This design comes from an exercise in tuning for small area on the open sky130 flow, not from production work. No functional check of the RTL was part of any run shown here. Power figures rest on the tool's default switching activity, not on a simulated workload.

File: flow/flow/run.sh
#!/bin/bash
# Layout flow: the standard layout (standard.sh: ORFS from synthesis to
# finish) with these changes:
#  - synthesis maps the logic with an area-oriented ABC script (deepsyn, then
#    area mapping) instead of ORFS's delay-oriented one. Only the final abc
#    call of ORFS's synthesis is changed: its -script argument is replaced.
#    Everything else, registers included, is the standard synthesis
#    (synth_recipe.tcl).
#  - the buffers that the flow puts on every input and output port are buf_1
#    cells, not the resizer's default choice;
#  - clock tree synthesis adds no dummy loads to balance the tree.
# The full output of the run goes to standard.log in this folder; ORFS keeps
# each step's own log under orfs/logs/.
set -euo pipefail
W=$(pwd)
printf '%s\n' '&get -n' '&st' '&deepsyn -T 30' '&put' 'dch' 'map -a' 'topo' 'stime -c' > "$W/abc_area_deep.script"
cat > "$W/own_synth.tcl" <<EOT
proc abc {args} {
  set i [lsearch -exact \$args -script]
  if {\$i >= 0} { lset args [expr {\$i + 1}] {$W/abc_area_deep.script} }
  yosys abc {*}\$args
}
source {$W/synth_recipe.tcl}
EOT
bash standard.sh \
  "SYNTH_SCRIPT=$W/own_synth.tcl" \
  "BUFFER_PORTS_ARGS=-buffer_cell sky130_fd_sc_hd__buf_1" \
  "CTS_ARGS=-sink_clustering_enable -repair_clock_nets -buf_list {sky130_fd_sc_hd__clkbuf_4 sky130_fd_sc_hd__clkbuf_8} -dont_use_dummy_load" \
  finish > standard.log 2>&1
File: flow/standard.sh
#!/bin/bash
# synth_recipe.tcl (not shown) runs the flow's synth.tcl, then flattens the netlist and writes it again
# the make line also repeats each setting of config.mk as NAME=value (left out here)
make -C /OpenROAD-flow-scripts/flow DESIGN_CONFIG=/design/flow/config.mk WORK_HOME=/design/flow/orfs CLKGATE_MAP_FILE= SYNTH_SCRIPT=/design/flow/synth_recipe.tcl "${@:-finish}"
File: flow/design.v
module ALU #(parameter w = 8) (
    clk, rst, CE, IN_valid, MODE, CMD, OPA, OPB, Cin,
    ERR, RES, OF, COUT, G, L, E);
    input clk;
    input rst;
    input CE;
    input [1:0] IN_valid;
    input MODE;
    input [3:0] CMD;
    input [7:0] OPA;
    input [7:0] OPB;
    input Cin;
    output reg ERR;
    output reg OF;
    output reg COUT;
    output reg G;
    output reg L;
    output reg E;
    output reg [16:0] RES;
wire sgn_in = (CMD[3:2] == 2'b11) | (CMD[1:0] == 2'b11);   
wire [7:0] ca = {OPA[7] ^ sgn_in, OPA[6:0]};
wire [7:0] cb = {OPB[7] ^ sgn_in, OPB[6:0]};
wire [1:0] cmp_code = (ca == cb) ? 2'b11 : (ca < cb) ? 2'b01 : 2'b10;
wire [2:0] rot_amt = CMD[0] ? (3'd0 - OPB[2:0]) : OPB[2:0];
wire [7:0] rot_hot = 8'd1 << rot_amt;
reg need_a, need_b, bad;
reg rows_i, aq1_i, aq2_i, ci_i;
reg [3:0] s_i;
reg sela, selb, invb, rot;
reg [7:0] ka, kb;
always @(*) begin
    need_a = 1'b1; need_b = 1'b1; bad = 1'b0;
    rows_i = 1'b0; aq1_i = 1'b0; aq2_i = 1'b0; ci_i = 1'b0; s_i = 4'b0000;
    sela = 1'b1; selb = 1'b1; invb = 1'b0; rot = 1'b0; ka = 8'h00; kb = 8'h00;
    if (MODE) begin
        case (CMD)
            4'b0000: rows_i = 1'b1;
            4'b0001: begin rows_i = 1'b1; ci_i = 1'b1; s_i = 4'b1000; invb = 1'b1; end
            4'b0010: begin rows_i = 1'b1; ci_i = Cin; end
            4'b0011: begin rows_i = 1'b1; ci_i = ~Cin; invb = 1'b1;
                           s_i = {3'b100, Cin & (&OPB)}; end
            4'b0100: begin rows_i = 1'b1; ci_i = 1'b1; selb = 1'b0; need_b = 1'b0; end
            4'b0101: begin rows_i = 1'b1; s_i = 4'b1000; selb = 1'b0; kb = 8'hFF;
                           need_b = 1'b0; end
            4'b0110: begin rows_i = 1'b1; ci_i = 1'b1; sela = 1'b0; need_a = 1'b0; end
            4'b0111: begin rows_i = 1'b1; s_i = 4'b1000; sela = 1'b0; ka = 8'hFF;
                           need_a = 1'b0; end
            4'b1000: begin rows_i = 1'b1; s_i = {2'b01, cmp_code}; sela = 1'b0;
                           selb = 1'b0; end
            4'b1001: begin rows_i = 1'b1; aq1_i = 1'b1; ci_i = 1'b1; end
            4'b1010: aq2_i = 1'b1;
            4'b1011: begin rows_i = 1'b1; s_i = {2'b01, cmp_code}; end
            4'b1100: begin rows_i = 1'b1; ci_i = 1'b1; s_i = {2'b01, cmp_code};
                           invb = 1'b1; end
            default: bad = 1'b1;
        endcase
    end else begin
        case (CMD)
            4'b0000: s_i = 4'b1000;
            4'b0001: s_i = 4'b0111;
            4'b0010: s_i = 4'b1110;
            4'b0011: s_i = 4'b0001;
            4'b0100: s_i = 4'b0110;
            4'b0101: s_i = 4'b1001;
            4'b0110: begin s_i = 4'b0011; need_b = 1'b0; end
            4'b0111: begin s_i = 4'b0101; need_a = 1'b0; end
            4'b1000: begin aq1_i = 1'b1; s_i = 4'b0001; selb = 1'b0; kb = 8'h80;
                           need_b = 1'b0; end
            4'b1001: begin aq1_i = 1'b1; s_i = 4'b0110; selb = 1'b0; kb = 8'h02;
                           need_b = 1'b0; end
            4'b1010: begin aq1_i = 1'b1; s_i = 4'b0001; sela = 1'b0; ka = 8'h80;
                           need_a = 1'b0; end
            4'b1011: begin aq1_i = 1'b1; s_i = 4'b0110; sela = 1'b0; ka = 8'h02;
                           need_a = 1'b0; end
            4'b1100, 4'b1101: begin
                           aq1_i = 1'b1; s_i = 4'b0011; selb = 1'b0; rot = 1'b1;
                           bad = |OPB[7:4]; end
            default: bad = 1'b1;
        endcase
    end
end
wire err_in = bad | (need_a & ~IN_valid[0]) | (need_b & ~IN_valid[1]);
wire mul_in = MODE & (CMD == 4'b1001 || CMD == 4'b1010);
wire [7:0] a_in = err_in ? 8'h00 : ({8{sela}} & OPA) | ka;
wire [7:0] b_in = ({8{selb}} & (OPB ^ {8{invb}})) | kb | ({8{rot}} & rot_hot);
wire [7:0] code_in = err_in ? {2'b00, mul_in, 1'b0, mul_in, 3'b000} :
                     {rows_i, aq1_i, aq2_i, ci_i, s_i};
reg [7:0] A, B;
reg rows, aq1, aq2, ci;
reg [3:0] s;
always @(posedge clk) begin
    if (CE) begin
        A <= a_in;
        B <= b_in;
    end
end
always @(posedge clk or posedge rst) begin
    if (rst)
        {rows, aq1, aq2, ci, s} <= 8'h00;
    else if (CE)
        {rows, aq1, aq2, ci, s} <= code_in;
end
wire [8:0] Aq = ({9{aq1}} & {1'b0, A}) | ({9{aq2}} & {A, 1'b0});
wire [7:0] X = {8{rows}} & A;
wire [7:0] Y = {8{rows}} & B;
wire [7:0] pp [0:8];
wire [7:0] ppn [0:8];
genvar gi;
generate for (gi = 0; gi < 9; gi = gi + 1) begin : g_pp
    assign pp[gi] = {8{Aq[gi]}} & B;
    assign ppn[gi] = ~({8{Aq[gi]}} & B);
end endgenerate
wire [7:0] Xn = ~X;
wire [7:0] Yn = ~Y;
wire cin = ~ci;
wire [16:0] P;
wire s1;
wire c2;
alu_xn us1 (ppn[0][7], ppn[1][6], s1);
alu_or uc2 (ppn[0][7], ppn[1][6], c2);
wire s3;
wire c4;
alu_xn us3 (ppn[0][4], ppn[1][3], s3);
alu_or uc4 (ppn[0][4], ppn[1][3], c4);
wire s5;
wire c6;
alu_fa us5 (ppn[0][5], ppn[1][4], ppn[2][3], s5, c6);
wire s7;
wire c8;
alu_xn us7 (ppn[3][2], ppn[4][1], s7);
alu_or uc8 (ppn[3][2], ppn[4][1], c8);
wire s9;
wire c10;
alu_fa us9 (ppn[0][6], ppn[1][5], ppn[2][4], s9, c10);
wire s11;
wire c12;
alu_fa us11 (ppn[3][3], ppn[4][2], ppn[5][1], s11, c12);
wire s13;
wire c14;
alu_xn us13 (ppn[6][0], Xn[6], s13);
alu_or uc14 (ppn[6][0], Xn[6], c14);
wire s15;
wire c16;
alu_fa us15 (ppn[2][5], ppn[3][4], ppn[4][3], s15, c16);
wire s17;
wire c18;
alu_fa us17 (ppn[5][2], ppn[6][1], ppn[7][0], s17, c18);
wire s19;
wire c20;
alu_fa us19 (Xn[7], Yn[7], s1, s19, c20);
wire s21;
wire c22;
alu_fa us21 (ppn[1][7], ppn[2][6], ppn[3][5], s21, c22);
wire s23;
wire c24;
alu_fa us23 (ppn[4][4], ppn[5][3], ppn[6][2], s23, c24);
wire s25;
wire c26;
alu_fa us25 (ppn[7][1], ppn[8][0], c2, s25, c26);
wire s27;
wire c28;
alu_fa us27 (ppn[2][7], ppn[3][6], ppn[4][5], s27, c28);
wire s29;
wire c30;
alu_fa us29 (ppn[5][4], ppn[6][3], ppn[7][2], s29, c30);
wire s31;
wire c32;
alu_fa us31 (ppn[3][7], ppn[4][6], ppn[5][5], s31, c32);
wire s33;
wire c34;
alu_xn us33 (ppn[0][2], ppn[1][1], s33);
alu_or uc34 (ppn[0][2], ppn[1][1], c34);
wire s35;
wire c36;
alu_fa us35 (ppn[0][3], ppn[1][2], ppn[2][1], s35, c36);
wire s37;
wire c38;
alu_xn us37 (ppn[3][0], Xn[3], s37);
alu_or uc38 (ppn[3][0], Xn[3], c38);
wire s39;
wire c40;
alu_fa us39 (ppn[2][2], ppn[3][1], ppn[4][0], s39, c40);
wire s41;
wire c42;
alu_fa us41 (Xn[4], Yn[4], s3, s41, c42);
wire s43;
wire c44;
alu_fa us43 (ppn[5][0], Xn[5], Yn[5], s43, c44);
wire s45;
wire c46;
alu_fa us45 (s5, s7, c4, s45, c46);
wire s47;
wire c48;
alu_fa us47 (Yn[6], s9, s11, s47, c48);
wire s49;
wire c50;
alu_fa us49 (s13, c6, c8, s49, c50);
wire s51;
wire c52;
alu_fa us51 (s15, s17, s19, s51, c52);
wire s53;
wire c54;
alu_fa us53 (c10, c12, c14, s53, c54);
wire s55;
wire c56;
alu_fa us55 (s21, s23, s25, s55, c56);
wire s57;
wire c58;
alu_fa us57 (c16, c18, c20, s57, c58);
wire s59;
wire c60;
alu_fa us59 (ppn[8][1], s27, s29, s59, c60);
wire s61;
wire c62;
alu_fa us61 (c22, c24, c26, s61, c62);
wire s63;
wire c64;
alu_fa us63 (ppn[6][4], ppn[7][3], ppn[8][2], s63, c64);
wire s65;
wire c66;
alu_fa us65 (s31, c28, c30, s65, c66);
wire s67;
wire c68;
alu_fa us67 (ppn[4][7], ppn[5][6], ppn[6][5], s67, c68);
wire s69;
wire c70;
alu_fa us69 (ppn[7][4], ppn[8][3], c32, s69, c70);
wire s71;
wire c72;
alu_fa us71 (ppn[5][7], ppn[6][6], ppn[7][5], s71, c72);
wire s73;
wire c74;
alu_xn us73 (ppn[0][0], Xn[0], s73);
alu_or uc74 (ppn[0][0], Xn[0], c74);
wire s75;
wire c76;
alu_fa us75 (ppn[0][1], ppn[1][0], Xn[1], s75, c76);
wire s77;
wire c78;
alu_fa us77 (ppn[2][0], Xn[2], Yn[2], s77, c78);
wire s79;
wire c80;
alu_fa us79 (Yn[3], s35, s37, s79, c80);
wire s81;
wire c82;
alu_fa us81 (s39, s41, c36, s81, c82);
wire s83;
wire c84;
alu_fa us83 (s43, s45, c40, s83, c84);
wire s85;
wire c86;
alu_fa us85 (s47, s49, c44, s85, c86);
wire s87;
wire c88;
alu_fa us87 (s51, s53, c48, s87, c88);
wire s89;
wire c90;
alu_fa us89 (s55, s57, c52, s89, c90);
wire s91;
wire c92;
alu_fa us91 (s59, s61, c56, s91, c92);
wire s93;
wire c94;
alu_fa us93 (s63, s65, c60, s93, c94);
wire s95;
wire c96;
alu_fa us95 (s67, s69, c64, s95, c96);
wire s97;
wire c98;
alu_fa us97 (ppn[8][4], s71, c68, s97, c98);
wire s99;
wire c100;
alu_fa us99 (ppn[6][7], ppn[7][6], ppn[8][5], s99, c100);
wire s101;
wire c102;
alu_xn us101 (Yn[0], cin, s101);
alu_or uc102 (Yn[0], cin, c102);
wire s103;
wire c104;
alu_fa us103 (Yn[1], s75, c74, s103, c104);
wire s105;
wire c106;
alu_fa us105 (s33, s77, c76, s105, c106);
wire s107;
wire c108;
alu_fa us107 (c34, s79, c78, s107, c108);
wire s109;
wire c110;
alu_fa us109 (c38, s81, c80, s109, c110);
wire s111;
wire c112;
alu_fa us111 (c42, s83, c82, s111, c112);
wire s113;
wire c114;
alu_fa us113 (c46, s85, c84, s113, c114);
wire s115;
wire c116;
alu_fa us115 (c50, s87, c86, s115, c116);
wire s117;
wire c118;
alu_fa us117 (c54, s89, c88, s117, c118);
wire s119;
wire c120;
alu_fa us119 (c58, s91, c90, s119, c120);
wire s121;
wire c122;
alu_fa us121 (c62, s93, c92, s121, c122);
wire s123;
wire c124;
alu_fa us123 (c66, s95, c94, s123, c124);
wire s125;
wire c126;
alu_fa us125 (c70, s97, c96, s125, c126);
wire s127;
wire c128;
alu_fa us127 (c72, s99, c98, s127, c128);
wire s129;
wire c130;
alu_fa us129 (ppn[7][7], ppn[8][6], c100, s129, c130);
wire s131;
wire g132;
alu_xr us131 (s73, s101, s131);
alu_nr ug132 (s73, s101, g132);
wire s133;
wire c134;
wire p135;
wire g136;
alu_xr up135 (s103, c102, p135);
alu_nr ug136 (s103, c102, g136);
alu_aoi uc134 (p135, g132, g136, c134);
assign s133 = (p135 ^ g132);
wire s137;
wire c138;
wire p139;
wire g140;
alu_xn up139 (s105, c104, p139);
alu_or ug140 (s105, c104, g140);
alu_oai uc138 (p139, c134, g140, c138);
assign s137 = (p139 ^ c134);
wire s141;
wire c142;
wire p143;
wire g144;
alu_xr up143 (s107, c106, p143);
alu_nr ug144 (s107, c106, g144);
alu_aoi uc142 (p143, c138, g144, c142);
assign s141 = (p143 ^ c138);
wire s145;
wire c146;
wire p147;
wire g148;
alu_xn up147 (s109, c108, p147);
alu_or ug148 (s109, c108, g148);
alu_oai uc146 (p147, c142, g148, c146);
assign s145 = (p147 ^ c142);
wire s149;
wire c150;
wire p151;
wire g152;
alu_xr up151 (s111, c110, p151);
alu_nr ug152 (s111, c110, g152);
alu_aoi uc150 (p151, c146, g152, c150);
assign s149 = (p151 ^ c146);
wire s153;
wire c154;
wire p155;
wire g156;
alu_xn up155 (s113, c112, p155);
alu_or ug156 (s113, c112, g156);
alu_oai uc154 (p155, c150, g156, c154);
assign s153 = (p155 ^ c150);
wire s157;
wire c158;
wire p159;
wire g160;
alu_xr up159 (s115, c114, p159);
alu_nr ug160 (s115, c114, g160);
alu_aoi uc158 (p159, c154, g160, c158);
assign s157 = (p159 ^ c154);
wire s161;
wire c162;
wire p163;
wire g164;
alu_xn up163 (s117, c116, p163);
alu_or ug164 (s117, c116, g164);
alu_oai uc162 (p163, c158, g164, c162);
assign s161 = (p163 ^ c158);
wire s165;
wire c166;
wire p167;
wire g168;
alu_xr up167 (s119, c118, p167);
alu_nr ug168 (s119, c118, g168);
alu_aoi uc166 (p167, c162, g168, c166);
assign s165 = (p167 ^ c162);
wire s169;
wire c170;
wire p171;
wire g172;
alu_xn up171 (s121, c120, p171);
alu_or ug172 (s121, c120, g172);
alu_oai uc170 (p171, c166, g172, c170);
assign s169 = (p171 ^ c166);
wire s173;
wire c174;
wire p175;
wire g176;
alu_xr up175 (s123, c122, p175);
alu_nr ug176 (s123, c122, g176);
alu_aoi uc174 (p175, c170, g176, c174);
assign s173 = (p175 ^ c170);
wire s177;
wire c178;
wire p179;
wire g180;
alu_xn up179 (s125, c124, p179);
alu_or ug180 (s125, c124, g180);
alu_oai uc178 (p179, c174, g180, c178);
assign s177 = (p179 ^ c174);
wire s181;
wire c182;
wire p183;
wire g184;
alu_xr up183 (s127, c126, p183);
alu_nr ug184 (s127, c126, g184);
alu_aoi uc182 (p183, c178, g184, c182);
assign s181 = (p183 ^ c178);
wire s185;
wire c186;
wire p187;
wire g188;
alu_xn up187 (s129, c128, p187);
alu_or ug188 (s129, c128, g188);
alu_oai uc186 (p187, c182, g188, c186);
assign s185 = (p187 ^ c182);
wire s189;
wire c190;
wire p191;
wire g192;
alu_xr up191 (ppn[8][7], c130, p191);
alu_nr ug192 (ppn[8][7], c130, g192);
alu_aoi uc190 (p191, c186, g192, c190);
assign s189 = (p191 ^ c186);
wire s193;
assign s193 = ~c190;
assign P = {s193, s189, s185, s181, s177, s173, s169, s165, s161, s157, s153, s149, s145, s141, s137, s133, s131};
wire arith = rows & ~aq1;
wire shrot = aq1 & ~rows;
wire lgc   = ~rows & ~aq1 & ~aq2;
wire mulop = aq2 | (rows & aq1);
wire lo_en = arith | (shrot & s[1]);
wire hi_en = shrot & s[0];
wire en8   = arith | (shrot & s[2]);
wire [3:0] tt = {4{lgc}} & s;
wire inv16 = lgc & s[0];
wire k8 = arith & (s[3] | (s[2] & (A[7] ^ B[7])));
wire U  = arith & (k8 ? ~P[8] : (s[2] & A[7]));
reg [7:0] lo;
integer i;
always @(*)
    for (i = 0; i < 8; i = i + 1)
        lo[i] = (lo_en & P[i]) | (hi_en & P[i+8]) | tt[{A[i], B[i]}];
wire r8 = (en8 & P[8]) ^ k8;
wire [16:0] R = {U | inv16, {7{U}}, r8, lo};
wire cout_n = arith & ~s[3] & ~s[2] & P[8];
wire of_n = arith & ((s[3] & ~s[0] & ~P[8]) |
                     (s[2] & (A[7] == B[7]) & (P[7] != A[7])));
wire cmp = arith & s[2];
wire e_n = cmp & s[1] & s[0];
wire l_n = cmp & ~s[1] & s[0];
wire g_n = cmp & s[1] & ~s[0];
wire err_n = (lgc & (s == 4'b0000)) | (aq2 & s[3]);
reg [16:0] RES_m;
always @(posedge clk or posedge rst) begin
    if (rst) begin
        RES <= 0; RES_m <= 0;
        COUT <= 0; OF <= 0; G <= 0; L <= 0; E <= 0; ERR <= 0;
    end else if (CE) begin
        if (mulop) begin
            RES_m <= P;
            RES <= RES_m;
        end else
            RES <= R;
        COUT <= cout_n;
        OF <= of_n;
        G <= g_n;
        L <= l_n;
        E <= e_n;
        ERR <= err_n;
    end
end
endmodule
module alu_fa (a, b, c, s, co);
    input a, b, c;
    output s, co;
    assign s = a ^ b ^ c;
    assign co = (a & b) | (a & c) | (b & c);
endmodule
module alu_ha (a, b, s, co);
    input a, b;
    output s, co;
    assign s = a ^ b;
    assign co = a & b;
endmodule
module alu_nd (a, b, y);
    input a, b;
    output y;
    assign y = ~(a & b);
endmodule
module alu_xn (a, b, y);
    input a, b;
    output y;
    assign y = ~(a ^ b);
endmodule
module alu_xr (a, b, y);
    input a, b;
    output y;
    assign y = a ^ b;
endmodule
module alu_anb (a, bn, y);
    input a, bn;
    output y;
    assign y = a & ~bn;
endmodule
module alu_nr (a, b, y);
    input a, b;
    output y;
    assign y = ~(a | b);
endmodule
module alu_or (a, b, y);
    input a, b;
    output y;
    assign y = a | b;
endmodule
module alu_onb (a, bn, y);
    input a, bn;
    output y;
    assign y = a | ~bn;
endmodule
module alu_aoi (p, c, g, y);
    input p, c, g;
    output y;
    assign y = ~((p & c) | g);
endmodule
module alu_oai (pn, cn, gn, y);
    input pn, cn, gn;
    output y;
    assign y = ~((pn | cn) & gn);
endmodule
File: flow/constraint.sdc
create_clock -name core_clock -period 6.0 [get_ports {clk}]
set_input_delay 1.2000 -clock core_clock [delete_from_list [all_inputs] [get_ports {clk}]]
set_output_delay 1.2000 -clock core_clock [all_outputs]
set_load 0.01 [all_outputs]
File: flow/config.mk
export PLATFORM = sky130hd
export DESIGN_NAME = ALU
export DESIGN_NICKNAME = ALU
export VERILOG_FILES = /design/flow/design.v
export SDC_FILE = /design/flow/constraint.sdc
export NUM_CORES = 4
export LEC_CHECK = 0
export CAP_MARGIN = 20
export CORE_MARGIN = 2
export CORE_UTILIZATION = 60
export CTS_BUF_LIST = sky130_fd_sc_hd__clkbuf_4 sky130_fd_sc_hd__clkbuf_8
export SLEW_MARGIN = 20
export SYNTH_HIERARCHICAL = 1
==> results.sh, run 1 <==
export IMPL_min_from="RES_m[9]$_DFFE_PP0P_"
export IMPL_vias_in_the_first_global_route=5152
export IMPL_grt_start_max_net_pins=49
export IMPL_clock_tree_htree_level_count=3
export IMPL_status="no timing/DRC/antenna violations"
export IMPL_dp_hpwl_um=12700
export IMPL_hold_worst_slack_ns=0.480
export IMPL_firstDrtPassIters=6
export IMPL_synthesis_instances=664
export IMPL_grt_overflow=0
export IMPL_worstPathArrival_ns=5.81
export IMPL_num_antenna_cells=0
export IMPL_globalplace_congestion=0.981
export IMPL_drtIter0Drc=314
export IMPL_finalNetCount=852
export IMPL_numPlacedInstances=859
export IMPL_grt_usage_pct=32.4
export IMPL_synth_top_cell_area_share_pct=21.4
export IMPL_fmax_achieved_mhz=178
export IMPL_yosys_warnings=7
export IMPL_final_layout_size_suffix_gt1_share_pct=10.0
export IMPL_rows=35
export IMPL_critPathLaunchType="flip-flop"
export IMPL_synth_largest_area_cell="sky130_fd_sc_hd__dfrtp_1"
export IMPL_clock_skew_ns=0.0265
export IMPL_netlist_area_um2=5610
export IMPL_place_port_buffers=49
export IMPL_synth_edff_count=16
export IMPL_first_pass_grt_wire_length_um=25300
export IMPL_post_route_util_pct=69.5
export IMPL_ctsLongestPathBuffers=2
export IMPL_number_of_synthesized_register_bits=64
export IMPL_route_vias_total=5282
export IMPL_post_drt_via_cell_ratio=6.09
export IMPL_maxSlewViolCount=0
export IMPL_synth_async_reset_ratio_pct=75.0
export IMPL_timing_rr_start="aq1$_DFFE_PP0P_"
export IMPL_seq_area_um2=1680
export IMPL_filler_cell_count_in_the_final_layout=755
export IMPL_timing_final_ws_setup_ns=0.393
export IMPL_worstPathRequired_ns=6.20
export IMPL_layout_cells_most_common_list="sky130_fd_sc_hd__nand2_1 (166), sky130_fd_sc_hd__clkinv_1 (62), sky130_fd_sc_hd__fa_1 (57), sky130_fd_sc_hd__nor2_1 (53), sky130_fd_sc_hd__buf_1 (49)"
export IMPL_timing_worst_slew_pin_value_ns=0.958
export IMPL_critical_path_max_fanout=6
export IMPL_route_antenna_remaining_nets=0
export IMPL_finish_cell_count_without_fillers=868
export IMPL_synth_area_top_cells="sky130_fd_sc_hd__dfrtp_1 (21%), sky130_fd_sc_hd__fa_1 (20%), sky130_fd_sc_hd__nand2_1 (11%)"
export IMPL_relSlewSlack_pct=35.6
export IMPL_placeableCoreArea_um2=9150
export IMPL_floorplan_die_area_um2=10100
export IMPL_critical_path_startpoint="aq1$_DFFE_PP0P_"
export IMPL_syn_mean_instance_area_um2=8.45
export IMPL_post_drt_wl_per_cell_um=17.9
export IMPL_hold_violation_count_in_the_final_report=0
export IMPL_chipHeight_um=101
export IMPL_total_detailed_routing_wirelength_um=15600
export IMPL_most_frequently_used_flop_master_after_synthesis="sky130_fd_sc_hd__dfrtp_1"
export IMPL_multi_input_logic_area_um2=3740
export IMPL_antenna_violations_before_repair=0
export IMPL_period_share_pct=93.4
export IMPL_cell_at_the_root_of_the_clock_tree="sky130_fd_sc_hd__clkbuf_8"
export IMPL_chipWidth_um=101
export IMPL_yosys_cell_types_count=32
export IMPL_clkLatencyLatePin_ns=0.34
export IMPL_peak_supply_drop_mv=0.132
export IMPL_drc=0
export IMPL_synthToLayoutAreaGrowth_pct=13.5
export IMPL_time_the_worst_path_needs_with_i_o_delays_and_setup_ns=5.61
export IMPL_tritoncts_clock_tree="done"
export IMPL_power_per_cell_area_nw_per_um2=279
export IMPL_clock_sinks=64
export IMPL_path_clk_slew_ns=0.08
export IMPL_start_util_pct=61.3
export IMPL_worstHoldPathType="reg2reg"
export IMPL_io_pins=50
export IMPL_synth_seq_area_share_pct=30.0
export IMPL_layout_commonest_cell="sky130_fd_sc_hd__nand2_1"
export IMPL_power_leakage_nw=2.21
export IMPL_cts_inserted_buffers=9
export IMPL_synthesis_nets=757
export IMPL_cts_hold_repair_buffers=0
export IMPL_drv_cap=0
export IMPL_dpl_worst_slack_ns=-0.0586
export IMPL_timing_critical_path_to_type="flip-flop"
export IMPL_worstSetupPathType="reg2reg"
export IMPL_final_setup_viol_count=0
worst max-delay path: stages, from the launching register on:
cell                       delay, ns
sky130_fd_sc_hd__dfrtp_1        0.36
sky130_fd_sc_hd__clkinv_1       0.19
sky130_fd_sc_hd__o22ai_2        0.28
sky130_fd_sc_hd__nand2_1        0.10
sky130_fd_sc_hd__fa_1           0.51
sky130_fd_sc_hd__fa_1           0.60
sky130_fd_sc_hd__fa_1           0.47
sky130_fd_sc_hd__fa_1           0.50
sky130_fd_sc_hd__xor2_1         0.18
sky130_fd_sc_hd__a21oi_2        0.20
sky130_fd_sc_hd__o21ai_2        0.10
sky130_fd_sc_hd__a21oi_2        0.18
sky130_fd_sc_hd__o21ai_1        0.12
sky130_fd_sc_hd__a21oi_1        0.21
sky130_fd_sc_hd__o21ai_1        0.13
sky130_fd_sc_hd__a21oi_1        0.22
sky130_fd_sc_hd__o21ai_1        0.14
sky130_fd_sc_hd__a21oi_2        0.18
sky130_fd_sc_hd__o21ai_1        0.12
sky130_fd_sc_hd__xnor2_1        0.26
sky130_fd_sc_hd__o21ai_0        0.14
sky130_fd_sc_hd__a221oi_1       0.25
sky130_fd_sc_hd__nor2_1         0.06
what timing repair did:
action                                  in CTS  in global routing
endpoints found under the hold margin        0                  0
endpoints found under the setup margin       1                  8
setup buffers                                0                  0
gates resized for setup                      3                 12
pin swaps                                    0                  1
flip-flops by register name, summed over array words and instances (netlist names), 4 cells and up:
signal	cells
RES	17
RES_m	17
A	8
B	8
s	4
metal layers:
metal | wire length, um | track usage [%]
met1 | 6270 | 42.3
met2 | 7420 | 53.9
met3 | 1350 | 6.93
met4 | 518 | 11.1
met5 | 0 | 0
modules after synthesis (local to each module, per instance):
module / cells inside / cell area [um^2]
alu_aoi: 1 / 5.00
ALU: 544 / 4050
alu_or: 1 / 6.26
alu_xr: 1 / 8.76
alu_xn: 1 / 8.76
alu_nr: 1 / 3.75
alu_oai: 1 / 5.00
alu_fa: 1 / 20.0
metrics by stage:
step	setup TNS, ns	instance area (um^2)	total power [mW]
after global routing	-0.0221	6360	1.91
after CTS	0	6330	1.76
after detailed placement	-0.0586	6200	1.49
after global placement	0	6200	1.45
final	0	6360	1.78
after floorplan	0	5610	1.18
final cells by class:
| class | instances | share of cell area [%] |
|---|---|---|
| Multi-Input combinational cell | 537 | 58.7 |
| Timing Repair Buffer | 84 | 7.02 |
| Sequential cell | 64 | 26.4 |
| Tap cell | 111 | 2.18 |
| Clock buffer | 9 | 1.95 |
| Inverter | 63 | 3.72 |
logic make-up (layout without fill, tap and decap cells):
family	after synthesis	count (layout)	share of synthesized area [%]
buffers and inverters	63	156	4.22
adders and majority gates	66	66	22.4
xor gates and xnor gates	38	38	5.93
DFF	64	64	30.0
AOI/OAI and AO/OA	155	155	17.1
and+or+nand+nor	278	278	20.4
path summary, 6_finish.rpt:
kind                            cells past startpoint                   end  slack, ns
worst max-delay path                               22    RES[7]$_DFFE_PP0P_       0.39
worst min-delay path                                2  RES_m[9]$_DFFE_PP0P_       0.48
worst max register to register                     22    RES[7]$_DFFE_PP0P_       0.39
worst min register to register                      2  RES_m[9]$_DFFE_PP0P_       0.48
max in group asynchronous                           2      rows$_DFFE_PP0P_       4.33
min in group asynchronous                           2   RES[12]$_DFFE_PP0P_       1.05
cell usage after synthesis (2+ instances only):
| cell type | number |
|---|---|
| sky130_fd_sc_hd__nand2_1 | 166 |
| sky130_fd_sc_hd__clkinv_1 | 63 |
| sky130_fd_sc_hd__fa_1 | 57 |
| sky130_fd_sc_hd__nor2_1 | 55 |
| sky130_fd_sc_hd__o21ai_0 | 49 |
| sky130_fd_sc_hd__dfrtp_1 | 48 |
| sky130_fd_sc_hd__a21oi_1 | 32 |
| sky130_fd_sc_hd__nand3_1 | 22 |
| sky130_fd_sc_hd__xnor2_1 | 19 |
| sky130_fd_sc_hd__xor2_1 | 19 |
| sky130_fd_sc_hd__a22oi_1 | 18 |
| sky130_fd_sc_hd__o22ai_1 | 18 |
| sky130_fd_sc_hd__or2_2 | 18 |
| sky130_fd_sc_hd__edfxtp_1 | 16 |
| sky130_fd_sc_hd__nor3_1 | 10 |
| sky130_fd_sc_hd__o211ai_1 | 10 |
| sky130_fd_sc_hd__a31oi_1 | 9 |
| sky130_fd_sc_hd__ha_1 | 9 |
| sky130_fd_sc_hd__a221oi_1 | 6 |
| sky130_fd_sc_hd__nand4_1 | 5 |
| sky130_fd_sc_hd__a221o_2 | 2 |
| sky130_fd_sc_hd__a32oi_1 | 2 |
| sky130_fd_sc_hd__nor4_1 | 2 |
where the power goes:
group / switching [mW] / leakage (nW) / internal [mW]
sequential: 0.0710 / 0.764 / 0.545
clock: 0.134 / 0.0647 / 0.133
combinational: 0.558 / 1.38 / 0.336
total: 0.763 / 2.21 / 1.01
==> run 2: changes to the inputs <==
--- a/flow/flow/run.sh
+++ b/flow/flow/run.sh
@@ -26,4 +26,4 @@
   "SYNTH_SCRIPT=$W/own_synth.tcl" \
   "BUFFER_PORTS_ARGS=-buffer_cell sky130_fd_sc_hd__buf_1" \
-  "CTS_ARGS=-sink_clustering_enable -repair_clock_nets -buf_list {sky130_fd_sc_hd__clkbuf_4 sky130_fd_sc_hd__clkbuf_8} -dont_use_dummy_load" \
+  "CTS_ARGS=-sink_clustering_enable -repair_clock_nets -buf_list {sky130_fd_sc_hd__clkbuf_4} -dont_use_dummy_load" \
   finish > standard.log 2>&1
--- a/flow/config.mk
+++ b/flow/config.mk
@@ -9,5 +9,5 @@
 export CORE_MARGIN = 2
 export CORE_UTILIZATION = 60
-export CTS_BUF_LIST = sky130_fd_sc_hd__clkbuf_4 sky130_fd_sc_hd__clkbuf_8
+export CTS_BUF_LIST = sky130_fd_sc_hd__clkbuf_4
 export SLEW_MARGIN = 20
 export SYNTH_HIERARCHICAL = 1
==> results.sh, run 2 <==
export IMPL_status="no timing/DRC/antenna violations"
export IMPL_synthesis_instances=664
export IMPL_floorplan_die_area_um2=10100
export IMPL_finish_cell_count_without_fillers=868
export IMPL_power_per_cell_area_nw_per_um2=270
export IMPL_globalplace_congestion=0.981
export IMPL_post_synth_fa_ha_maj_area_fraction_pct=22.4
export IMPL_num_antenna_cells=0
export IMPL_route_vias_total=5256
export IMPL_grt_start_max_net_pins=49
export IMPL_peak_supply_drop_mv=0.134
export IMPL_worst_path_largest_cell_delay_ns=0.60
export IMPL_layout_cells_most_common_list="sky130_fd_sc_hd__nand2_1 (166), sky130_fd_sc_hd__clkinv_1 (62), sky130_fd_sc_hd__fa_1 (57), sky130_fd_sc_hd__nor2_1 (53), sky130_fd_sc_hd__buf_1 (49)"
export IMPL_placeableCoreArea_um2=9150
export IMPL_clock_sinks=64
export IMPL_post_drt_wl_per_cell_um=17.9
export IMPL_post_route_util_pct=68.9
export IMPL_yosys_area_share_simple_pct=20.4
export IMPL_synthesis_nets=757
export IMPL_post_drt_via_cell_ratio=6.06
export IMPL_cts_inserted_buffers=9
export IMPL_most_frequently_used_flop_master_after_synthesis="sky130_fd_sc_hd__dfrtp_1"
export IMPL_tritoncts_clock_tree="done"
export IMPL_fmax_achieved_mhz=179
export IMPL_hold_violation_count_in_the_final_report=0
export IMPL_post_cts_setup_buffer_count=0
export IMPL_numPlacedInstances=859
export IMPL_synth_compound_area_share_pct=17.1
export IMPL_drv_cap=0
export IMPL_worstPathRequired_ns=6.25
export IMPL_worstSetupPathType="reg2reg"
export IMPL_chipHeight_um=101
export IMPL_clkLatencyLatePin_ns=0.40
export IMPL_post_synth_most_frequent_cells="sky130_fd_sc_hd__nand2_1 (166), sky130_fd_sc_hd__clkinv_1 (63), sky130_fd_sc_hd__fa_1 (57)"
export IMPL_dp_hpwl_um=12700
export IMPL_route_antenna_remaining_nets=0
export IMPL_total_detailed_routing_wirelength_um=15500
export IMPL_io_pins=50
export IMPL_antenna_violations_before_repair=0
export IMPL_yosys_cell_types_count=32
export IMPL_ctsLongestPathBuffers=2
export IMPL_firstDrtPassIters=7
export IMPL_crit_path_cell_trace="clkinv_1 > o22ai_2 > nand2_1 > fa_1 > fa_1 > fa_1 > fa_1 > xor2_1 > a21oi_2 > o21ai_2 > a21oi_2 > o21ai_1 > a21oi_1 > o21ai_1 > a21oi_1 > o21ai_1 > a21oi_2 > o21ai_1 > xnor2_1 > o21ai_0 > a221oi_1 > nor2_1"
export IMPL_synth_seq_area_share_pct=30.0
export IMPL_worstHoldPathType="reg2reg"
export IMPL_final_layout_size_suffix_gt1_share_pct=10.0
export IMPL_first_pass_grt_wire_length_um=25200
export IMPL_time_the_worst_path_needs_with_i_o_delays_and_setup_ns=5.60
export IMPL_synth_top_cell_area_share_pct=21.4
export IMPL_synth_async_reset_ratio_pct=75.0
export IMPL_chipWidth_um=101
export IMPL_final_setup_viol_count=0
export IMPL_biggestRegsByFlops="RES: 17 flops, RES_m: 17 flops"
export IMPL_dpl_worst_slack_ns=-0.0586
export IMPL_relSlewSlack_pct=35.9
export IMPL_timing_worst_slew_pin_value_ns=0.954
export IMPL_grt_usage_pct=32.4
export IMPL_fin_tns_setup_ns=0
export IMPL_yosys_warnings=7
export IMPL_place_port_buffers=49
export IMPL_power_leakage_nw=2.19
export IMPL_combinational_family_with_the_most_area_after_synthesis="adder cells"
export IMPL_critical_path_max_fanout=6
export IMPL_finalNetCount=852
export IMPL_timing_final_ws_setup_ns=0.399
export IMPL_worstPathArrival_ns=5.86
export IMPL_cell_at_the_root_of_the_clock_tree="sky130_fd_sc_hd__clkbuf_4"
export IMPL_syn_mean_instance_area_um2=8.45
export IMPL_start_util_pct=61.3
export IMPL_maxSlewViolCount=0
export IMPL_netlist_area_um2=5610
export IMPL_synth_xor_area_share_pct=5.93
export IMPL_layout_commonest_cell="sky130_fd_sc_hd__nand2_1"
export IMPL_synth_edff_count=16
export IMPL_synth_mux_area_share_pct=0
export IMPL_grt_overflow=0
export IMPL_cp_max_delay_cell="sky130_fd_sc_hd__fa_1"
export IMPL_synth_area_top_cells="sky130_fd_sc_hd__dfrtp_1 (21%), sky130_fd_sc_hd__fa_1 (20%), sky130_fd_sc_hd__nand2_1 (11%)"
export IMPL_critPathLaunchType="flip-flop"
export IMPL_drtIter0Drc=314
export IMPL_rows=35
export IMPL_period_share_pct=93.3
export IMPL_timing_critical_path_to_type="flip-flop"
export IMPL_drc=0
export IMPL_clock_skew_ns=0.0385
export IMPL_number_of_synthesized_register_bits=64
export IMPL_most_instantiated_library_cell_after_synthesis="sky130_fd_sc_hd__nand2_1"
export IMPL_path_clk_slew_ns=0.08
export IMPL_vias_in_the_first_global_route=5142
export IMPL_synthToLayoutAreaGrowth_pct=12.5
export IMPL_synth_largest_area_cell="sky130_fd_sc_hd__dfrtp_1"
export IMPL_clock_tree_htree_level_count=3
[run 2: area by class of cell]
| cell class | instances | area (um^2) |
|---|---|---|
| multi-input combinational | 537 | 3740 |
| fill | 762 | 2850 |
| sequential | 64 | 1680 |
| timing repair buffer | 84 | 447 |
| inverter | 63 | 236 |
| tap | 111 | 139 |
| clock buffer | 9 | 67.6 |
[run 2: worst max-delay path, delay by kind of cell (launching register included)]
kind	cells	cell delay (ns)
adders and majority gates	4	2.13
buffers and inverters	1	0.19
DFF	1	0.37
xor gates and xnor gates	2	0.42
and+or+nand+nor	2	0.16
AOI/OAI and AO/OA	13	2.20
[run 2: Yosys stat by module (local to each module, per instance)]
module / times used / cells / flops+latches / cell area [um^2]
alu_nr: 9 / 1 / 0 / 3.75
alu_xr: 9 / 1 / 0 / 8.76
ALU: 1 / 544 / 64 / 4050
alu_xn: 15 / 1 / 0 / 8.76
alu_aoi: 8 / 1 / 0 / 5.00
alu_fa: 57 / 1 / 0 / 20.0
alu_oai: 7 / 1 / 0 / 5.00
alu_or: 15 / 1 / 0 / 6.26
[run 2: layer usage]
metal  up-vias  global-route usage (%)  wire [um]  part of all wire, %
li1       2466                       -          -                    -
met5         -                       0          0                    0
met2       264                    54.1       7390                   48
met4         0                    9.91        443                  2.9
met3        34                    7.21       1270                  8.2
met1      2492                    42.3       6410                   41
[run 2: stage by stage]
stage | hold WS [ns] | instance area, um^2 | total power [mW]
global placement | 0.458 | 6200 | 1.45
floorplan | 0.443 | 5610 | 1.18
detailed placement | 0.463 | 6200 | 1.49
CTS | 0.478 | 6280 | 1.69
global route | 0.508 | 6310 | 1.84
finish | 0.487 | 6310 | 1.71
[run 2: final timing paths]
path	start	endpoint	slack, ns	cells after the start
max in group asynchronous	rst	rows$_DFFE_PP0P_	4.38	2
worst max register to register	aq1$_DFFE_PP0P_	RES[7]$_DFFE_PP0P_	0.40	22
worst max-delay path	aq1$_DFFE_PP0P_	RES[7]$_DFFE_PP0P_	0.40	22
min in group asynchronous	rst	RES[12]$_DFFE_PP0P_	0.98	2
worst min register to register	RES_m[0]$_DFFE_PP0P_	RES_m[0]$_DFFE_PP0P_	0.49	2
worst min-delay path	RES_m[0]$_DFFE_PP0P_	RES_m[0]$_DFFE_PP0P_	0.49	2
[run 2: cell families (layout without fill, tap and decap cells)]
logic type,Yosys count,count (layout)
xor+xnor,38,38
flops,64,64
buf+inv,63,156
simple gates,278,278
compound gates,155,155
fa+ha+maj,66,66
[run 2: what timing repair did]
item | 4_1_cts | 5_1_grt
endpoints found under the setup margin | 1 | 7
pin swaps | 0 | 1
hold buffers | 0 | 0
resized for setup | 3 | 12
hold endpoints to repair | 0 | 0
[run 2: report_power, final]
| group | leakage [nW] | internal [mW] | total [mW] | switching (mW) |
|---|---|---|---|---|
| sequential | 0.764 | 0.544 | 0.614 | 0.0707 |
| combinational | 1.38 | 0.336 | 0.895 | 0.559 |
| clock | 0.0414 | 0.0697 | 0.196 | 0.126 |
==> run 3: changes to the inputs <==
--- a/flow/flow/run.sh
+++ b/flow/flow/run.sh
@@ -14,5 +14,5 @@
 set -euo pipefail
 W=$(pwd)
-printf '%s\n' '&get -n' '&st' '&deepsyn -T 30' '&put' 'dch' 'map -a' 'topo' 'stime -c' > "$W/abc_area_deep.script"
+printf '%s\n' '&get -n' '&st' '&deepsyn -T 10' '&put' 'dch' 'map -a' 'topo' 'stime -c' > "$W/abc_area_deep.script"
 cat > "$W/own_synth.tcl" <<EOT
 proc abc {args} {
@@ -26,4 +26,4 @@
   "SYNTH_SCRIPT=$W/own_synth.tcl" \
   "BUFFER_PORTS_ARGS=-buffer_cell sky130_fd_sc_hd__buf_1" \
-  "CTS_ARGS=-sink_clustering_enable -repair_clock_nets -buf_list {sky130_fd_sc_hd__clkbuf_4} -dont_use_dummy_load" \
+  "CTS_ARGS=-sink_clustering_enable -repair_clock_nets -root_buf sky130_fd_sc_hd__clkbuf_8 -buf_list {sky130_fd_sc_hd__clkbuf_4} -dont_use_dummy_load" \
   finish > standard.log 2>&1
--- a/flow/config.mk
+++ b/flow/config.mk
@@ -9,5 +9,5 @@
 export CORE_MARGIN = 2
 export CORE_UTILIZATION = 60
-export CTS_BUF_LIST = sky130_fd_sc_hd__clkbuf_4
+export CTS_BUF_LIST = sky130_fd_sc_hd__clkbuf_4 sky130_fd_sc_hd__clkbuf_8
 export SLEW_MARGIN = 20
 export SYNTH_HIERARCHICAL = 1
==> results.sh, run 3 <==
export IMPL_critical_path_max_fanout=6
export IMPL_maxSlewViolCount=0
export IMPL_cts_inserted_buffers=9
export IMPL_grt_overflow=0
export IMPL_time_the_worst_path_needs_with_i_o_delays_and_setup_ns=5.61
export IMPL_design_area_um2=6360
export IMPL_num_antenna_cells=0
export IMPL_worstSetupPathType="reg2reg"
export IMPL_number_of_synthesized_register_bits=64
export IMPL_worstPathArrival_ns=5.81
export IMPL_peak_supply_drop_mv=0.132
export IMPL_relSlewSlack_pct=35.6
export IMPL_power_frac_seq_pct=34.7
export IMPL_yosys_cell_types_count=32
export IMPL_timing_critical_path_to_type="flip-flop"
export IMPL_cell_at_the_root_of_the_clock_tree="sky130_fd_sc_hd__clkbuf_8"
export IMPL_syn_mean_instance_area_um2=8.45
export IMPL_power_leakage_nw=2.21
export IMPL_firstDrtPassIters=6
export IMPL_hold_violation_count_in_the_final_report=0
export IMPL_post_drt_wl_per_cell_um=17.9
export IMPL_biggestRegsByFlops="RES: 17 flops, RES_m: 17 flops"
export IMPL_synth_top_cell_area_share_pct=21.4
export IMPL_vias_in_the_first_global_route=5152
export IMPL_dpl_worst_slack_ns=-0.0586
export IMPL_share_comb_of_total_power_pct=50.3
export IMPL_path_clk_slew_ns=0.08
export IMPL_synth_edff_count=16
export IMPL_timing_final_ws_setup_ns=0.393
export IMPL_chipHeight_um=101
export IMPL_route_vias_total=5282
export IMPL_synth_seq_area_share_pct=30.0
export IMPL_route_antenna_remaining_nets=0
export IMPL_post_drt_via_cell_ratio=6.09
export IMPL_grt_usage_pct=32.4
export IMPL_dp_hpwl_um=12700
export IMPL_clkLatencyLatePin_ns=0.34
export IMPL_clock_sinks=64
export IMPL_layout_cells_most_common_list="sky130_fd_sc_hd__nand2_1 (166), sky130_fd_sc_hd__clkinv_1 (62), sky130_fd_sc_hd__fa_1 (57), sky130_fd_sc_hd__nor2_1 (53), sky130_fd_sc_hd__buf_1 (49)"
export IMPL_ctsLongestPathBuffers=2
export IMPL_netlist_area_um2=5610
export IMPL_cellInternalPower_mw=1.01
export IMPL_antenna_violations_before_repair=0
export IMPL_critPathLaunchType="flip-flop"
export IMPL_io_pins=50
export IMPL_layout_commonest_cell="sky130_fd_sc_hd__nand2_1"
export IMPL_post_route_util_pct=69.5
export IMPL_filler_cell_count_in_the_final_layout=755
export IMPL_switching_component_of_the_power_mw=0.763
export IMPL_synth_area_top_cells="sky130_fd_sc_hd__dfrtp_1 (21%), sky130_fd_sc_hd__fa_1 (20%), sky130_fd_sc_hd__nand2_1 (11%)"
export IMPL_power_clock_fraction_pct=15.0
export IMPL_tritoncts_clock_tree="done"
export IMPL_place_port_buffers=49
export IMPL_yosys_warnings=7
export IMPL_post_cts_setup_buffer_count=0
export IMPL_synth_largest_area_cell="sky130_fd_sc_hd__dfrtp_1"
export IMPL_period_share_pct=93.4
export IMPL_drc=0
export IMPL_rows=35
export IMPL_synthesis_nets=757
export IMPL_timing_worst_slew_pin_value_ns=0.958
export IMPL_drv_cap=0
export IMPL_first_pass_grt_wire_length_um=25300
export IMPL_fin_tns_setup_ns=0
export IMPL_fmax_achieved_mhz=178
export IMPL_total_detailed_routing_wirelength_um=15600
export IMPL_final_layout_size_suffix_gt1_share_pct=10.0
export IMPL_power_per_cell_area_nw_per_um2=279
export IMPL_placeableCoreArea_um2=9150
export IMPL_floorplan_die_area_um2=10100
export IMPL_synthToLayoutAreaGrowth_pct=13.5
export IMPL_grt_start_max_net_pins=49
export IMPL_worstHoldPathType="reg2reg"
export IMPL_post_synth_most_frequent_cells="sky130_fd_sc_hd__nand2_1 (166), sky130_fd_sc_hd__clkinv_1 (63), sky130_fd_sc_hd__fa_1 (57)"
export IMPL_clock_tree_htree_level_count=3
export IMPL_netSwitchingFraction_pct=42.9
export IMPL_globalplace_congestion=0.981
export IMPL_final_setup_viol_count=0
export IMPL_synthesis_instances=664
export IMPL_finalNetCount=852
export IMPL_start_util_pct=61.3
export IMPL_dpl_cell_area_um2=6200
export IMPL_clock_skew_ns=0.0265
export IMPL_most_frequently_used_flop_master_after_synthesis="sky130_fd_sc_hd__dfrtp_1"
export IMPL_synth_async_reset_ratio_pct=75.0
export IMPL_chipWidth_um=101
export IMPL_most_instantiated_library_cell_after_synthesis="sky130_fd_sc_hd__nand2_1"
export IMPL_worstPathRequired_ns=6.20
export IMPL_drtIter0Drc=314
export IMPL_status="no timing/DRC/antenna violations"
run 3: what timing repair did:
action	in CTS	in global routing
hold buffers	0	0
endpoints found under the setup margin	1	8
pin swaps	0	1
gates resized for setup	3	12
run 3: metrics by stage:
step                hold WS [ns]  cells  power, mW
finish                     0.480    868       1.78
global route               0.507    868       1.91
CTS                        0.481    868       1.76
detailed placement         0.463    859       1.49
global placement           0.458    859       1.45
floorplan                  0.443    664       1.18
run 3: critical path: stages, from the launching register on:
cell and delay [ns]:
sky130_fd_sc_hd__dfrtp_1 0.36, sky130_fd_sc_hd__clkinv_1 0.19, sky130_fd_sc_hd__o22ai_2 0.28, sky130_fd_sc_hd__nand2_1 0.10, sky130_fd_sc_hd__fa_1 0.51, sky130_fd_sc_hd__fa_1 0.60, sky130_fd_sc_hd__fa_1 0.47, sky130_fd_sc_hd__fa_1 0.50
sky130_fd_sc_hd__xor2_1 0.18, sky130_fd_sc_hd__a21oi_2 0.20, sky130_fd_sc_hd__o21ai_2 0.10, sky130_fd_sc_hd__a21oi_2 0.18, sky130_fd_sc_hd__o21ai_1 0.12, sky130_fd_sc_hd__a21oi_1 0.21, sky130_fd_sc_hd__o21ai_1 0.13, sky130_fd_sc_hd__a21oi_1 0.22
sky130_fd_sc_hd__o21ai_1 0.14, sky130_fd_sc_hd__a21oi_2 0.18, sky130_fd_sc_hd__o21ai_1 0.12, sky130_fd_sc_hd__xnor2_1 0.26, sky130_fd_sc_hd__o21ai_0 0.14, sky130_fd_sc_hd__a221oi_1 0.25, sky130_fd_sc_hd__nor2_1 0.06
run 3: cell type report:
type                    count  area, um^2  area share [%]
inverters                  63         236            3.72
repair buffers             84         447            7.02
flip-flops and latches     64        1680            26.4
clock buffers               9         124            1.95
multi-input cells         537        3740            58.7
well taps                 111         139            2.18
run 3: metal layers:
| layer | GRT usage [%] | vias to the layer above | part of all wire (%) | wire length, um |
|---|---|---|---|---|
| li1 | - | 2459 | - | - |
| met1 | 42.3 | 2482 | 40 | 6270 |
| met2 | 53.9 | 300 | 48 | 7420 |
| met3 | 6.93 | 41 | 8.6 | 1350 |
| met4 | 11.1 | 0 | 3.3 | 518 |
| met5 | 0 | - | 0 | 0 |
run 3: path summary, 6_finish.rpt:
path	depth (start not counted)	slack (ns)	endpoint	from
min in group asynchronous	2	1.05	RES[12]$_DFFE_PP0P_	rst
worst min register to register	2	0.48	RES_m[9]$_DFFE_PP0P_	RES_m[9]$_DFFE_PP0P_
worst max-delay path	22	0.39	RES[7]$_DFFE_PP0P_	aq1$_DFFE_PP0P_
worst max register to register	22	0.39	RES[7]$_DFFE_PP0P_	aq1$_DFFE_PP0P_
max in group asynchronous	2	4.33	rows$_DFFE_PP0P_	rst
worst min-delay path	2	0.48	RES_m[9]$_DFFE_PP0P_	RES_m[9]$_DFFE_PP0P_
run 3: per-module statistics from Yosys, one instance, submodules excluded:
module / times used / cells inside
ALU: 1 / 544
alu_fa: 57 / 1
alu_xn: 15 / 1
alu_xr: 9 / 1
alu_or: 15 / 1
alu_aoi: 8 / 1
alu_oai: 7 / 1
alu_nr: 9 / 1
run 3: cells by family (layout without fill, tap and decap cells):
| group | Yosys count | count (layout) | synth area share, % |
|---|---|---|---|
| AOI/OAI and AO/OA | 155 | 155 | 17.1 |
| xor gates and xnor gates | 38 | 38 | 5.93 |
| adders and majority gates | 66 | 66 | 22.4 |
| buffers and inverters | 63 | 156 | 4.22 |
| DFF | 64 | 64 | 30.0 |
| and+or+nand+nor | 278 | 278 | 20.4 |
run 3: power groups by stage:
stage                     logic (mW)  registers (mW)  clock network [mW]
after detailed placement       0.869           0.623                   0
after floorplan                0.559           0.626                   0
after CTS                      0.873           0.615               0.271
after global routing           0.994           0.626               0.291
final                          0.894           0.616               0.267
after global placement         0.836           0.617                   0
==> run 4: changes to the inputs <==
--- a/flow/flow/run.sh
+++ b/flow/flow/run.sh
@@ -26,4 +26,4 @@
   "SYNTH_SCRIPT=$W/own_synth.tcl" \
   "BUFFER_PORTS_ARGS=-buffer_cell sky130_fd_sc_hd__buf_1" \
-  "CTS_ARGS=-sink_clustering_enable -repair_clock_nets -root_buf sky130_fd_sc_hd__clkbuf_8 -buf_list {sky130_fd_sc_hd__clkbuf_4} -dont_use_dummy_load" \
+  "CTS_ARGS=-sink_clustering_enable -repair_clock_nets -buf_list {sky130_fd_sc_hd__clkbuf_4 sky130_fd_sc_hd__clkbuf_8} -dont_use_dummy_load" \
   finish > standard.log 2>&1
--- a/flow/config.mk
+++ b/flow/config.mk
@@ -8,5 +8,5 @@
 export CAP_MARGIN = 20
 export CORE_MARGIN = 2
-export CORE_UTILIZATION = 60
+export CORE_UTILIZATION = 66
 export CTS_BUF_LIST = sky130_fd_sc_hd__clkbuf_4 sky130_fd_sc_hd__clkbuf_8
 export SLEW_MARGIN = 20
==> results.sh, run 4 <==
export IMPL_globalplace_congestion=1.01
export IMPL_hold_violation_count_in_the_final_report=0
export IMPL_multi_input_logic_area_um2=3750
export IMPL_chipWidth_um=96.2
export IMPL_biggestRegsByFlops="RES: 17 flops, RES_m: 17 flops"
export IMPL_chipHeight_um=96.2
export IMPL_final_layout_size_suffix_gt1_share_pct=11.5
export IMPL_floorplan_die_area_um2=9250
export IMPL_time_the_worst_path_needs_with_i_o_delays_and_setup_ns=5.67
export IMPL_synth_area_top_cells="sky130_fd_sc_hd__dfrtp_1 (21%), sky130_fd_sc_hd__fa_1 (20%), sky130_fd_sc_hd__nand2_1 (11%)"
export IMPL_timing_final_ws_setup_ns=0.334
export IMPL_syn_mean_instance_area_um2=8.45
export IMPL_cp_max_delay_cell="sky130_fd_sc_hd__fa_1"
export IMPL_worst_path_largest_cell_delay_ns=0.58
export IMPL_clock_tree_htree_level_count=3
export IMPL_finalNetCount=862
export IMPL_switching_component_of_the_power_mw=0.819
export IMPL_path_clk_slew_ns=0.07
export IMPL_grt_usage_pct=39.0
export IMPL_yosys_cell_types_count=32
export IMPL_most_instantiated_library_cell_after_synthesis="sky130_fd_sc_hd__nand2_1"
export IMPL_route_antenna_remaining_nets=0
export IMPL_rsz_0062_raised_after_global_routing="false"
export IMPL_cp_top_family="adder cells"
export IMPL_share_comb_of_total_power_pct=51.5
export IMPL_yosys_warnings=7
export IMPL_worstPathRequired_ns=6.28
export IMPL_cellInternalPower_mw=1.03
export IMPL_fmax_achieved_mhz=176
export IMPL_crit_path_cell_trace="clkinv_1 > buf_4 > o22ai_2 > buf_4 > nand2_1 > fa_1 > fa_1 > fa_1 > fa_1 > xor2_2 > a21oi_2 > o21ai_1 > a21oi_1 > o21ai_1 > a21oi_1 > o21ai_1 > a21oi_1 > xor2_1 > a22oi_1 > a31oi_1 > a221o_2"
export IMPL_ctsLongestPathBuffers=2
export IMPL_dp_hpwl_um=13200
export IMPL_maxSlewViolCount=0
export IMPL_power_per_cell_area_nw_per_um2=286
export IMPL_tritoncts_clock_tree="done"
export IMPL_number_of_synthesized_register_bits=64
export IMPL_drv_cap=0
export IMPL_post_drt_via_cell_ratio=6.47
export IMPL_route_met2_wl_um=8210
export IMPL_maxUsedRoutingLayer="met4"
export IMPL_worstPathArrival_ns=5.94
export IMPL_rows=33
export IMPL_antenna_violations_before_repair=0
export IMPL_dpl_cell_area_um2=6250
export IMPL_clock_sinks=64
export IMPL_status="no timing/DRC/antenna violations"
export IMPL_worstSetupPathType="reg2reg"
export IMPL_synth_edff_count=16
export IMPL_grt_start_max_net_pins=49
export IMPL_cell_at_the_root_of_the_clock_tree="sky130_fd_sc_hd__clkbuf_8"
export IMPL_timing_critical_path_buf_inv=3
export IMPL_critPathLaunchType="flip-flop"
export IMPL_total_detailed_routing_wirelength_um=17100
export IMPL_start_util_pct=68.3
export IMPL_relSlewSlack_pct=34.2
export IMPL_clock_skew_ns=0.0300
export IMPL_grt_overflow=0
export IMPL_route_vias_total=5641
export IMPL_dpl_worst_slack_ns=-0.179
export IMPL_power_clock_fraction_pct=14.8
export IMPL_io_pins=50
export IMPL_critical_path_max_fanout=5
export IMPL_synth_async_reset_ratio_pct=75.0
export IMPL_synth_top_cell_area_share_pct=21.4
export IMPL_netSwitchingFraction_pct=44.3
export IMPL_layout_cells_most_common_list="sky130_fd_sc_hd__nand2_1 (166), sky130_fd_sc_hd__clkinv_1 (62), sky130_fd_sc_hd__fa_1 (57), sky130_fd_sc_hd__nor2_1 (54), sky130_fd_sc_hd__buf_1 (49)"
export IMPL_netlist_area_um2=5610
export IMPL_synth_seq_area_share_pct=30.0
export IMPL_synthesis_nets=757
export IMPL_layout_commonest_cell="sky130_fd_sc_hd__nand2_1"
export IMPL_dr_wl_met3_um=1650
export IMPL_drtIter0Drc=573
export IMPL_clkLatencyLatePin_ns=0.35
export IMPL_cts_inserted_buffers=9
export IMPL_worstHoldPathType="reg2reg"
export IMPL_period_share_pct=94.4
export IMPL_post_synth_most_frequent_cells="sky130_fd_sc_hd__nand2_1 (166), sky130_fd_sc_hd__clkinv_1 (63), sky130_fd_sc_hd__fa_1 (57)"
export IMPL_drc=0
export IMPL_wirelength_met1_um=6480
export IMPL_firstDrtPassIters=7
export IMPL_filler_cell_count_in_the_final_layout=553
export IMPL_power_frac_seq_pct=33.7
export IMPL_timing_worst_slew_pin_value_ns=0.979
export IMPL_synthesis_instances=664
export IMPL_vias_in_the_first_global_route=5525
export IMPL_place_port_buffers=49
export IMPL_power_leakage_nw=2.28
export IMPL_post_drt_wl_per_cell_um=19.6
export IMPL_synthToLayoutAreaGrowth_pct=15.4
export IMPL_crit_path_frequent_cell="sky130_fd_sc_hd__fa_1"
export IMPL_seq_area_um2=1680
export IMPL_hold_worst_slack_ns=0.481
export IMPL_timing_critical_path_to_type="flip-flop"
export IMPL_placeableCoreArea_um2=8220
export IMPL_num_antenna_cells=0
export IMPL_first_pass_grt_wire_length_um=27000
export IMPL_final_setup_viol_count=0
export IMPL_most_frequently_used_flop_master_after_synthesis="sky130_fd_sc_hd__dfrtp_1"
export IMPL_peak_supply_drop_mv=0.179
export IMPL_synth_largest_area_cell="sky130_fd_sc_hd__dfrtp_1"
export IMPL_design_area_um2=6470
-- run 4: Yosys stat by module, one instance, submodules excluded --
module   times used  flip-flops and latches  cell area, um^2  cells
alu_fa           57                       0             20.0      1
alu_xn           15                       0             8.76      1
alu_xr            9                       0             8.76      1
alu_or           15                       0             6.26      1
alu_aoi           8                       0             5.00      1
alu_oai           7                       0             5.00      1
ALU               1                      64             4050    544
alu_nr            9                       0             3.75      1
-- run 4: power groups by stage --
stage	Combinational, mW	Clock [mW]	Sequential (mW)
3_5_place_dp	0.888	0	0.624
3_3_place_gp	0.838	0	0.616
6_report	0.951	0.274	0.624
5_1_grt	1.05	0.291	0.631
4_1_cts	0.894	0.273	0.617
2_1_floorplan	0.559	0	0.626
-- run 4: final cells by class --
| type | count | area share [%] |
|---|---|---|
| clock buffer | 9 | 1.91 |
| tap | 105 | 2.03 |
| multi-input combinational | 537 | 58.0 |
| sequential | 64 | 26.0 |
| timing repair buffer | 94 | 8.37 |
| inverter | 63 | 3.65 |
-- run 4: routing by layer --
layer / vias up / track usage, %
li1: 2482 / -
met1: 2651 / 48.9
met2: 436 / 64.4
met3: 72 / 9.08
met4: 0 / 17.1
met5: - / 0
-- run 4: worst paths after layout --
path,from,endpoint,slack (ns),cells past startpoint
min reg2reg,G$_DFFE_PP0P_,G$_DFFE_PP0P_,0.48,2
max in group asynchronous,rst,RES_m[15]$_DFFE_PP0P_,4.59,3
max reg2reg,aq1$_DFFE_PP0P_,RES[6]$_DFFE_PP0P_,0.33,21
min,G$_DFFE_PP0P_,G$_DFFE_PP0P_,0.48,2
min in group asynchronous,rst,RES[11]$_DFFE_PP0P_,0.86,2
max,aq1$_DFFE_PP0P_,RES[6]$_DFFE_PP0P_,0.33,21
-- run 4: what timing repair did --
action,4_1_cts,5_1_grt
setup endpoints to repair,2,5
hold buffers,0,0
setup buffers,0,1
pin swaps,0,2
gates resized for setup,3,14
-- run 4: logic make-up after synthesis --
| kind of cell | Yosys count | share of synthesized area (%) |
|---|---|---|
| adder cells (fa/ha/maj) | 66 | 22.4 |
| flip-flops | 64 | 30.0 |
| XOR/XNOR | 38 | 5.93 |
| AND/OR/NAND/NOR | 278 | 20.4 |
| AO/OA/AOI/OAI | 155 | 17.1 |
| buffers and inverters | 63 | 4.22 |
-- run 4: metrics by stage --
step	setup TNS, ns	instances	util, %	power, mW
2_1_floorplan	0	664	-	1.18
3_3_place_gp	0	861	76.0	1.45
3_5_place_dp	-0.301	861	76.0	1.51
4_1_cts	0	870	77.6	1.78
5_1_grt	0	872	78.7	1.97
6_report	0	872	78.7	1.85
-- run 4: tightest hold or removal path, stage by stage, from the launching register on --
cell,delay [ns]
sky130_fd_sc_hd__dfrtp_1,0.34
sky130_fd_sc_hd__nand2_1,0.05
sky130_fd_sc_hd__o41ai_1,0.05

==> afterwards: timing with drivers on the ports <==
No port has a modelled driver above. Below, the same layouts with a new extraction and two added sets of constraints.
Step 1, drivers: a clkbuf_16 drives clk and a buf_2 each remaining input, both assumed.
Step 2 also shifts input and output timing later by t, the mid clock arrival at the registers, as if the neighbouring blocks saw the same clock.
Slacks: ideal / step 1 / step 2; pairs: ideal / step 1.
run	shift t [ns]	slack for setup (ns)	slew at the worst register clock pin (ns)
run 1	0.361	0.393 / 0.393 / 0.393	0.08 / 0.08
run 2	0.415	0.399 / 0.399 / 0.399	0.12 / 0.12
run 3	0.361	0.393 / 0.393 / 0.393	0.08 / 0.08
run 4	0.364	0.334 / 0.334 / 0.334	0.08 / 0.08
After both steps every run listed still meets setup and hold.
